Source: an optimization exercise on an open RTL-to-GDS flow (aim: small area). Production flows keep margins and buffers that such runs may drop.
In this exercise RTL edits were held to simulation tests only and were not proved equivalent to the original.
No activity file was given, so power comes from the tool's default toggle rates.

==> inputs of ember <==
==> flow/design.v (excerpt) <==
module MIPS_ALU_top (
    input             clk,
    input      [31:0] dataA,
    input      [31:0] dataB,
    input      [3:0]  control,
    input      [4:0]  shmt,
    output reg [31:0] dataC,
    output reg        carry,
    output reg        zero,
    output reg        negative
);
clock: 11.0 ns
lec_check: 0
abc_area: 1
cap_margin: 20
core_margin: 2
core_utilization: 40
gpl_timing_driven: 0
setup_slack_margin: 0.2
slew_margin: 20
run.sh (not shown) runs the stock make flow with config.mk's settings and CLKGATE_MAP_FILE= SYNTH_SCRIPT=/design/flow/synth_recipe.tcl, a recipe that flattens the netlist after the stock synthesis.
==> maple: changes against ember <==
--- a/flow/config.mk
+++ b/flow/config.mk
@@ -8,7 +8,8 @@
 export ABC_AREA = 1
 export CAP_MARGIN = 20
 export CORE_MARGIN = 2
-export CORE_UTILIZATION = 40
+export CORE_UTILIZATION = 50
+export CTS_BUF_LIST = sky130_fd_sc_hd__clkbuf_4 sky130_fd_sc_hd__clkbuf_8
 export GPL_TIMING_DRIVEN = 0
 export SETUP_SLACK_MARGIN = 0.2
 export SLEW_MARGIN = 20
==> garnet: changes against ember <==
--- a/flow/config.mk
+++ b/flow/config.mk
@@ -9,6 +9,4 @@
 export CAP_MARGIN = 20
 export CORE_MARGIN = 2
 export CORE_UTILIZATION = 40
-export GPL_TIMING_DRIVEN = 0
-export SETUP_SLACK_MARGIN = 0.2
 export SLEW_MARGIN = 20
==> summary of the runs <==
Between ember and garnet, the lower clock-buffer cell count is in ember (gap 1).
Die area: ember is higher than maple (about 24%).
Final cell count: garnet is larger than ember (0.51%).
The lowest via count belongs to garnet, the highest to maple.
First-iteration DRC count: garnet is lower than maple (about 28%).
Synthesized area is the same in maple and garnet.
==> figures <==
| quantity | maple | ember | garnet |
|---|---|---|---|
| Outcome | complete, no violations | complete, no violations | complete, no violations |
| Critical path depth in cells | 30 | 30 | 24 |
| Met1 layer wirelength in the final routing | 30.9 mm | 34.0 mm | 30.5 mm |
| Slew at the pin closest to its max-slew limit | 1.13 ns | 1.12 ns | 1.17 ns |
| Buf+Inv Stages, Crit Path | 9 | 7 | 5 |
| Worst max-slew margin expressed relative to the limit | 24.5% | 25.2% | 22.1% |
| Global Route Usage Sum | 44.7% | 37.5% | 33.8% |
| Number of antenna violations at the first check in global routing | 3 | 1 | 0 |
| Slowest cell on the critical path | clkbuf_1 | clkdlybuf4s50_1 | o21ai_0 |
| Fraction of met2 tracks used by global routing | 66.9% | 56.1% | 52.1% |
| Count of clock buffers in the final design | 10 | 11 | 12 |
| Clock latency reported for the late side of the worst-skew pair | 0.33 ns | 0.32 ns | 0.32 ns |
| Power drawn by the clock network | 0.187 mW | 0.279 mW | 0.280 mW |

==> run M: inputs <==
MIPS_ALU_top, a different RTL version from the one above (not shown whole).
export LEC_CHECK = 0
export ABC_AREA = 1
export CAP_MARGIN = 20
export CORE_MARGIN = 2
export CORE_UTILIZATION = 40
export CTS_BUF_LIST = sky130_fd_sc_hd__clkbuf_4 sky130_fd_sc_hd__clkbuf_8
export GPL_TIMING_DRIVEN = 0
export SETUP_SLACK_MARGIN = 0.2
export SLEW_MARGIN = 20
create_clock -name core_clock -period 11.0 [get_ports {clk}]
==> run X: changes against run M <==
==> flow/flow/run.sh (new file) <==
#!/bin/bash
set -uo pipefail
W=$(pwd)
{ cat <<'EOT'
# synth_recipe.tcl with ABC's -script argument pointed at flow/abc.script
proc abc {args} {
  set i [lsearch -exact $args -script]
  if {$i >= 0} { lset args [expr {$i + 1}] @ABC@ }
  yosys abc {*}$args
}
EOT
cat synth_recipe.tcl; } | sed "s#@ABC@#$W/flow/abc.script#" > synth_abc.tcl
bash standard.sh SYNTH_SCRIPT=$W/synth_abc.tcl synth > synth.log 2>&1 || exit 1
bash standard.sh > layout.log 2>&1
==> flow/flow/abc.script (new file) <==
strash
&get -n
&st
&dch
&nf -R 1000
&put
topo
stime -c
buffer -c
upsize -c
dnsize -c
==> flow/standard.sh (new file) <==
#!/bin/bash
# synth_recipe.tcl (not shown) runs the flow's synth.tcl, then flattens the netlist and writes it again
# the make line also repeats each setting of config.mk as NAME=value (left out here)
make -C /OpenROAD-flow-scripts/flow DESIGN_CONFIG=/design/flow/config.mk WORK_HOME=/design/flow/orfs CLKGATE_MAP_FILE= SYNTH_SCRIPT=/design/flow/synth_recipe.tcl "${@:-finish}"
Settings changed: CORE_UTILIZATION 40 to 33.
removed: flow/run.sh
==> summary of the runs <==
- In run X the combinational power is lower than in run M, by about 3%.
- Of run M and run X, run M has the higher routed wire length (gap about 10%, measured against run X).
- Of run X and run M, run X has the higher first-iteration DRC count (gap about 44%, measured against run M).
- Against run M, the non-clock buffer count of run X is higher by 77.
- In run M the count of clock-buffer cells in the layout is lower than in run X, by 3.
- Maximum frequency: run X is smaller than run M (about 0.4%).
- Hold slack: run M is better than run X (0.0083 ns).
- Between run M and run X, the lower final area is in run X (gap 5.6%, measured against run X).
- Between run M and run X, the lower power is in run X (gap about 3.2%, measured against run X).
- Of run M and run X, run M has the higher final cell count (gap about 25%, measured against run X).
- Clock power: run M is higher than run X (about 12%).
==> figures <==
                                                                               run M           run X
Post-layout power                                                          0.00235 W       0.00227 W
Outcome                                                               finished clean  finished clean
Wire per inst                                                                33.3 µm         37.8 µm
Minimum clock period after layout                                           10.73 ns        10.78 ns
Clock transition at the registers of the reported paths                      0.09 ns         0.07 ns
Arrival time reported for the critical path endpoint                        10.92 ns        10.99 ns
Worst VDD drop                                                              0.116 mV        0.156 mV
Total met2 wirelength after detailed routing                                42400 µm        37900 µm
Simple-gate portion of the synthesized area                                    0.193          0.0914
Buffers added on ports                                                           107              90
Total cell area at the placement stage                                     19000 µm²       17200 µm²
Via density                                                                     6.58            7.08
Count of placed standard cells in the final layout, fillers left out            3102            2489
Seq/total area                                                                0.0709          0.0749
Share of power burned in the clock network                                     0.104           0.095
Effective utilization at floorplan                                             0.403           0.332
DR iter-0 viols                                                                 3197            4610
Clock Skew                                                                0.00955 ns      0.00666 ns
Count of vias placed by the detailed router                                    20422           17615
Clock group                                                               0.000243 W      0.000217 W
Largest net degree at the start of global routing                                 15              12
Yosys top cell area share                                                      0.274           0.307
Total placed cells including tap cells                                          3081            2433

==> inputs of wip/delta <==
MIPS_ALU_top, a different RTL version from the one above (not shown whole).
Settings: LEC_CHECK=0, ABC_AREA=1, CAP_MARGIN=20, CORE_MARGIN=2, CORE_UTILIZATION=40, CTS_BUF_LIST=sky130_fd_sc_hd__clkbuf_4 sky130_fd_sc_hd__clkbuf_8, GPL_TIMING_DRIVEN=0, SETUP_SLACK_MARGIN=0.2, SLEW_MARGIN=20; clock period 11.0 ns.
standard.sh (not shown) runs the stock make flow with config.mk's settings and CLKGATE_MAP_FILE= SYNTH_SCRIPT=/design/flow/synth_recipe.tcl, a recipe that flattens the netlist after the stock synthesis.
==> flow/flow/run.sh <==
#!/bin/bash
set -uo pipefail
W=$(pwd)
{ cat <<'EOT'
# synth_recipe.tcl with ABC's -script argument pointed at flow/abc.script
proc abc {args} {
  set i [lsearch -exact $args -script]
  if {$i >= 0} { lset args [expr {$i + 1}] @ABC@ }
  yosys abc {*}$args
}
EOT
cat synth_recipe.tcl; } | sed "s#@ABC@#$W/flow/abc.script#" > synth_abc.tcl
bash standard.sh SYNTH_SCRIPT=$W/synth_abc.tcl synth > synth.log 2>&1 || exit 1
bash standard.sh > layout.log 2>&1
==> flow/flow/abc.script <==
strash
dch
map -a -B 0.9
topo
stime -c
buffer -c
upsize -c
dnsize -c
==> inputs of wip/nickel, as changes to wip/delta <==
==> flow/flow/abc.script (replaced) <==
strash
&get -n
&st
&dch
&nf -R 1000
&put
topo
stime -c
buffer -c
upsize -c
dnsize -c
--- a/flow/config.mk
+++ b/flow/config.mk
@@ -8,7 +8,7 @@
 export ABC_AREA = 1
 export CAP_MARGIN = 20
 export CORE_MARGIN = 2
-export CORE_UTILIZATION = 40
+export CORE_UTILIZATION = 33
 export CTS_BUF_LIST = sky130_fd_sc_hd__clkbuf_4 sky130_fd_sc_hd__clkbuf_8
 export GPL_TIMING_DRIVEN = 0
 export SETUP_SLACK_MARGIN = 0.2
==> inputs of wip/cedar, as changes to wip/delta <==
==> flow/flow/abc.script (replaced) <==
strash
&get -n
&st
&dch
&nf -R 1000
&put
topo
stime -c
buffer -c
upsize -c
dnsize -c
--- a/flow/config.mk
+++ b/flow/config.mk
@@ -7,6 +7,8 @@
 export LEC_CHECK = 0
 export ABC_AREA = 1
 export CAP_MARGIN = 20
+export CELL_PAD_IN_SITES_DETAIL_PLACEMENT = 1
+export CELL_PAD_IN_SITES_GLOBAL_PLACEMENT = 1
 export CORE_MARGIN = 2
 export CORE_UTILIZATION = 40
 export CTS_BUF_LIST = sky130_fd_sc_hd__clkbuf_4 sky130_fd_sc_hd__clkbuf_8
==> inputs of wip/pepper, as changes to wip/delta <==
==> flow/run.sh (new file) <==
#!/bin/bash
# synth_recipe.tcl (not shown) runs the flow's synth.tcl, then flattens the netlist and writes it again
# the make line also repeats each setting of config.mk as NAME=value (left out here)
make -C /OpenROAD-flow-scripts/flow DESIGN_CONFIG=/design/flow/config.mk WORK_HOME=/design/flow/orfs CLKGATE_MAP_FILE= SYNTH_SCRIPT=/design/flow/synth_recipe.tcl finish
removed: flow/flow/run.sh
removed: flow/flow/abc.script
removed: flow/standard.sh
==> comparison <==
Against wip/cedar, the synthesized cell count of wip/pepper is higher by about 40%. Between wip/nickel and wip/delta, the lower sequential power is in wip/nickel (gap about 3%, measured against wip/delta). In count of clock-buffer cells in the layout, wip/cedar and wip/nickel do not differ. The highest via count belongs to wip/pepper, the lowest to wip/nickel. Against wip/nickel, the setup slack of wip/delta is lower by 220 ps. Combinational power is about the same in wip/delta and wip/pepper. Against wip/cedar, the non-clock buffer count of wip/nickel is lower by 2. Final area: wip/pepper > wip/delta > wip/nickel > wip/cedar. The highest routed wire length belongs to wip/pepper, the lowest to wip/cedar. The lowest maximum frequency belongs to wip/delta, the highest to wip/nickel.
==> figures <==
quantity	wip/pepper	wip/nickel	wip/cedar	wip/delta
Run status	finished clean	finished clean	finished clean	finished clean
Worst-case headroom to the max-slew limit	19.1%	18.6%	10.6%	19.6%
Count of multi-input gates	1882	1315	1315	1624
Utilization after layout	45.4%	40.2%	48.1%	46.8%
Arrival time at the worst endpoint	10920 ps	10760 ps	10870 ps	10970 ps
Met3 WL post-DR	13400 microns	12600 microns	12800 microns	13700 microns
Synth Area in Adders	34.1%	37.9%	37.9%	36.0%
Share of the synthesized netlist area taken by xor and xnor gates	3.54%	5.99%	5.99%	5.35%
Count leader, synth	nand2_1	a222oi_1	a222oi_1	inv_1
Sequential group share of total power	19.4%	18.5%	18.3%	20.8%
Setup slack of the critical path after layout	300 ps	459 ps	372 ps	243 ps
CP startpoint	control[1]	dataA[25]	dataA[26]	dataA[4]
Clock network power	0.183 mW	0.213 mW	0.215 mW	0.175 mW
Fmax achieved	93.5 MHz	94.9 MHz	94.1 MHz	93.0 MHz
Required @ worst endpoint	11220 ps	11220 ps	11240 ps	11220 ps
CP peak stage delay	640 ps	630 ps	810 ps	750 ps
Clock share of power	8.7%	9.4%	9.5%	8.4%
Post-synthesis average cell area	7.17 sq um	9.14 sq um	9.14 sq um	7.73 sq um
Cell Area, Placed	0.0191 sq mm	0.0174 sq mm	0.0172 sq mm	0.0181 sq mm
Global-route met2 utilization	66.0%	55.9%	65.1%	68.9%
Most common cell after layout, fill and taps aside	nand2_1	a222oi_1	a222oi_1	inv_1
Sw Share	51.9%	49.0%	50.9%	51.6%

## what the ideal ports hide
In the flow no input, the clock included, has a driving cell. The finished layouts below were timed again as built, in two steps.
Step 1: set_driving_cell puts a clkbuf_16 on clk and a buf_2 on each other input, an assumption about the parent block.
Step 2, shift: input delay + t, output delay - t, t = (earliest + latest rising clock arrival at the registers) / 2. This alone moves slack from input paths to output paths.
Slacks: no drivers / after step 1 / after step 2; pairs: no drivers / after step 1.
run | shift t [ns] | setup slack, ns | worst setup path after step 2 | latest minus earliest clock arrival (ns)
ember | 0.349 | 0.405 / 0.410 / 0.061 | input to register | 0.005 / 0.005
maple | 0.352 | 0.241 / 0.237 / -0.116 | input to register | 0.004 / 0.005
garnet | 0.357 | 0.387 / 0.395 / 0.038 | input to register | 0.005 / 0.004
run M | 0.389 | 0.266 / 0.264 / -0.125 | input to register | 0.014 / 0.015
run X | 0.350 | 0.225 / 0.226 / -0.124 | input to register | 0.006 / 0.007
wip/delta | 0.352 | 0.243 / 0.244 / -0.109 | input to register | 0.007 / 0.007
wip/nickel | 0.359 | 0.459 / 0.461 / 0.102 | input to register | 0.006 / 0.006
wip/cedar | 0.403 | 0.372 / 0.390 / -0.014 | input to register | 0.012 / 0.013
wip/pepper | 0.359 | 0.300 / 0.304 / -0.056 | input to register | 0.004 / 0.005
With both steps, setup timing fails in 6 of these runs, where it was met with ideal ports. For run M, which loses most, drivers alone change the setup slack by -0.002 ns; drivers and shift together by -0.391 ns.
